Context: an optimization exercise on an open-source flow, tuned for small area, a short achievable clock period and few clock cycles per item. The choices shown serve that exercise and are no tape-out recipe.
Power figures rest on the tool's default switching activity, not on a simulated workload.

## amber
// demosaic
module demosaic(clk, reset, in_en, data_in, wr_r, addr_r, wdata_r, rdata_r, wr_g, addr_g, wdata_g, rdata_g, wr_b, addr_b, wdata_b, rdata_b, done);
input clk;
input reset;
input in_en;
input [7:0] data_in;
output reg wr_r;
output reg [13:0] addr_r;
output reg [7:0] wdata_r;
input [7:0] rdata_r;
output reg wr_g;
output reg [13:0] addr_g;
output reg [7:0] wdata_g;
input [7:0] rdata_g;
output reg wr_b;
output reg [13:0] addr_b;
output reg [7:0] wdata_b;
input [7:0] rdata_b;
output reg done;
reg p1, p2;              
reg [6:0] row, col;      
reg bub;                 
reg f0, f126, f127;      
reg [1:0] mid_sel;       
reg [8:0] s0, s1;
reg [7:0] t2, b2;
reg [7:0] m0, m1;
reg [9:0] sm;
wire [7:0] mid_v = (mid_sel == 2'd0) ? rdata_r : (mid_sel == 2'd1) ? rdata_g : rdata_b;
wire [7:0] tb_a  = (mid_sel == 2'd0) ? rdata_g : rdata_r;
wire [7:0] tb_b  = (mid_sel == 2'd2) ? rdata_g : rdata_b;
wire [8:0] s2    = t2 + b2;
wire [8:0] horiz_b = m0 + rdata_b;
wire [8:0] horiz_r = m0 + rdata_r;
wire [9:0] gsum_s  = sm + rdata_g;
wire [9:0] diag_s  = s0 + t2 + b2;
wire [7:0] vert  = s1[8:1];
wire [7:0] gsum  = gsum_s[9:2];
wire [7:0] diag  = diag_s[9:2];
wire r0 = row[0];
wire c0 = col[0];
wire own_g = (r0 == c0);
wire own_r = ~r0 & c0;
wire own_b = r0 & ~c0;
wire [6:0] rp1 = row + 7'd1;
wire [6:0] rp2 = row + 7'd2;
wire [6:0] rm1 = row - 7'd1;
wire [13:0] a_own = {row, col};
wire [13:0] a_x = f0 ? {row, 7'd126} : {rp1, col - 7'd3};
wire [13:0] a_y = own_g ? {rm1, col - 7'd3} : {row, col - 7'd2};
wire x_wr = (row != 7'd127);
wire gen = ~f126 & ~f127;
wire [13:0] a_k   = {row, col};
wire [13:0] a_rc1 = {rp1, col + 7'd1};
wire [13:0] a_rc2 = {row, col + 7'd2};
wire [13:0] p2_r = gen ? (own_r ? a_rc1 : a_k) :
                   f126 ? a_k :
                   ~bub ? (r0 ? {rp1, 7'd126} : {row, 7'd1}) :
                          (r0 ? {rp1, 7'd1} : {rp1, 7'd127});
wire [13:0] p2_g = gen ? (own_g ? a_rc2 : a_k) :
                   f126 ? (r0 ? a_k : {rp2, 7'd0}) :
  ...
Size: about 150 flip-flops.
Settings: LEC_CHECK=0, CAP_MARGIN=20, CORE_MARGIN=2, CORE_UTILIZATION=40, SETUP_SLACK_MARGIN=2.0, SLEW_MARGIN=20, BUFFER_PORTS_ARGS=-buffer_cell sky130_fd_sc_hd__buf_1; clock period 5.0 ns.
standard.sh (not shown) runs the stock make flow with config.mk's settings and CLKGATE_MAP_FILE= SYNTH_SCRIPT=/design/flow/synth_recipe.tcl, a recipe that flattens the netlist after the stock synthesis.
==> flow/flow/run.sh <==
#!/bin/bash
# Standard layout, with a small buffer on each port instead of the default one.
set -euo pipefail
echo 'export BUFFER_PORTS_ARGS = -buffer_cell sky130_fd_sc_hd__buf_1' >> config.mk
bash standard.sh > flow.log 2>&1
amber: full flow OK, the timing, DRC and antenna checks passed
What violet does differently from amber at the input level:
==> flow/flow/run.sh <==
#!/bin/bash
# Standard layout, with a small buffer on each port instead of the default
# one, and adders left to abc as plain gates (no full/half adder cells).
set -euo pipefail
cat >> config.mk <<'MK'
export BUFFER_PORTS_ARGS = -buffer_cell sky130_fd_sc_hd__buf_1
export DONT_USE_CELLS += sky130_fd_sc_hd__fa_1 sky130_fd_sc_hd__fa_2 sky130_fd_sc_hd__fa_4 sky130_fd_sc_hd__ha_1 sky130_fd_sc_hd__ha_2 sky130_fd_sc_hd__ha_4
MK
bash standard.sh > flow.log 2>&1
--- a/flow/config.mk
+++ b/flow/config.mk
@@ -13,0 +14 @@
+export DONT_USE_CELLS += sky130_fd_sc_hd__fa_1 sky130_fd_sc_hd__fa_2 sky130_fd_sc_hd__fa_4 sky130_fd_sc_hd__ha_1 sky130_fd_sc_hd__ha_2 sky130_fd_sc_hd__ha_4
==> run summary <==
- amber and violet all finish clean.
- Sort amber and violet by relative contribution of sequential cells to total power, ascending, and amber comes first.
- Power was lower in the run labelled amber.
- amber ended up with t2[0] as its timing startpoint of the critical path; violet ended up with rdata_g[0].
- For the power density over the cells, violet came in about 7% higher than amber did.
Setup changes, violet to maple
==> flow/flow/run.sh <==
#!/bin/bash
# Standard layout, with a small buffer on each port instead of the default one.
set -euo pipefail
echo 'export BUFFER_PORTS_ARGS = -buffer_cell sky130_fd_sc_hd__buf_1' >> config.mk
bash standard.sh > flow.log 2>&1
--- a/flow/config.mk
+++ b/flow/config.mk
@@ -11 +11 @@
-export SETUP_SLACK_MARGIN = 2.0
+export SETUP_SLACK_MARGIN = 2.6
@@ -14 +13,0 @@
-export DONT_USE_CELLS += sky130_fd_sc_hd__fa_1 sky130_fd_sc_hd__fa_2 sky130_fd_sc_hd__fa_4 sky130_fd_sc_hd__ha_1 sky130_fd_sc_hd__ha_2 sky130_fd_sc_hd__ha_4
Results
- Routed wire length grows by more than 10% when moving from violet to maple.
- Final HPWL from detailed placement in maple is 20% above violet.
- Looking at slack of the worst reg-to-reg path, maple sits above violet.
- Taking violet as the reference, in maple detailed-route via count higher, area fraction in compound gates after synthesis higher, power higher.
- Density: maple denser than violet
- In the tables for maple and violet, final cell area excluding filler cells reads higher with maple.
- met3 layer wire length in the routed design went up by more than 100% going from violet to maple.
- Compared to violet, maple reaches a higher achievable clock.
- Compared with violet, maple shows a lower post-layout minimum cycle time.
Function was not checked in any run of this note: the RTL went through the layout flow alone.

---

demosaic, a different RTL version from the one above (not shown whole).
For scale: roughly 840 cells after synthesis, about 130 flip-flops, roughly 0.0071 mm^2 of cells after synthesis.
==> flow/design.v (excerpt) <==
module demosaic(clk, reset, in_en, data_in, wr_r, addr_r, wdata_r, rdata_r, wr_g, addr_g, wdata_g, rdata_g, wr_b, addr_b, wdata_b, rdata_b, done);
make LEC_CHECK=0 CAP_MARGIN=20 CORE_MARGIN=2 CORE_UTILIZATION=40 SLEW_MARGIN=20 finish   # period 5.0 ns
run.sh (not shown) runs the stock make flow with config.mk's settings and CLKGATE_MAP_FILE= SYNTH_SCRIPT=/design/flow/synth_recipe.tcl, a recipe that flattens the netlist after the stock synthesis.
Stock flow here: none of the scripts above is used.
Edit:
ABC_CLOCK_PERIOD_IN_PS = 2000   (was default)
SETUP_SLACK_MARGIN = 2.6   (was default)
=> Register-to-register slack gains 0.68 ns. Final cell count came out higher by a few percent. Sequential power barely changes.
No functional check of the RTL was part of any run of this note.

## port drivers added, routing unchanged
In the flow no input, the clock included, has a driving cell. The finished layouts below were timed again as built, in two steps. Step 1 (the two cells are an assumption about what drives the block):
set clk [get_ports {clk}]
set_driving_cell -lib_cell sky130_fd_sc_hd__clkbuf_16 $clk
set_driving_cell -lib_cell sky130_fd_sc_hd__buf_2 [delete_from_list [all_inputs] $clk]
Step 2 also shifts input and output timing later by t, the mid clock arrival at the registers, as if the neighbouring blocks saw the same clock. Slacks: no drivers / after step 1 / after step 2; pairs: no drivers / after step 1.
run | t, ns | setup slack, ns | hold WS [ns] | cell pins on the clock port's net
amber | 0.478 | 2.125 / 2.125 / 1.786 | 0.334 / 0.334 / 0.334 | 1
violet | 0.473 | 2.236 / 2.258 / 1.785 | 0.336 / 0.336 / 0.336 | 1
maple | 0.472 | 2.441 / 2.441 / 2.145 | 0.329 / 0.329 / 0.329 | 1
the first run of note 2 | 0.461 | 1.147 / 1.147 / 0.805 | 0.326 / 0.326 / 0.326 | 1
the second run of note 2 | 0.468 | 1.829 / 1.829 / 1.436 | 0.328 / 0.328 / 0.328 | 1
After both steps every run listed still meets setup and hold. For violet, which loses most, drivers alone change the setup slack by +0.022 ns; drivers and shift together by -0.451 ns.
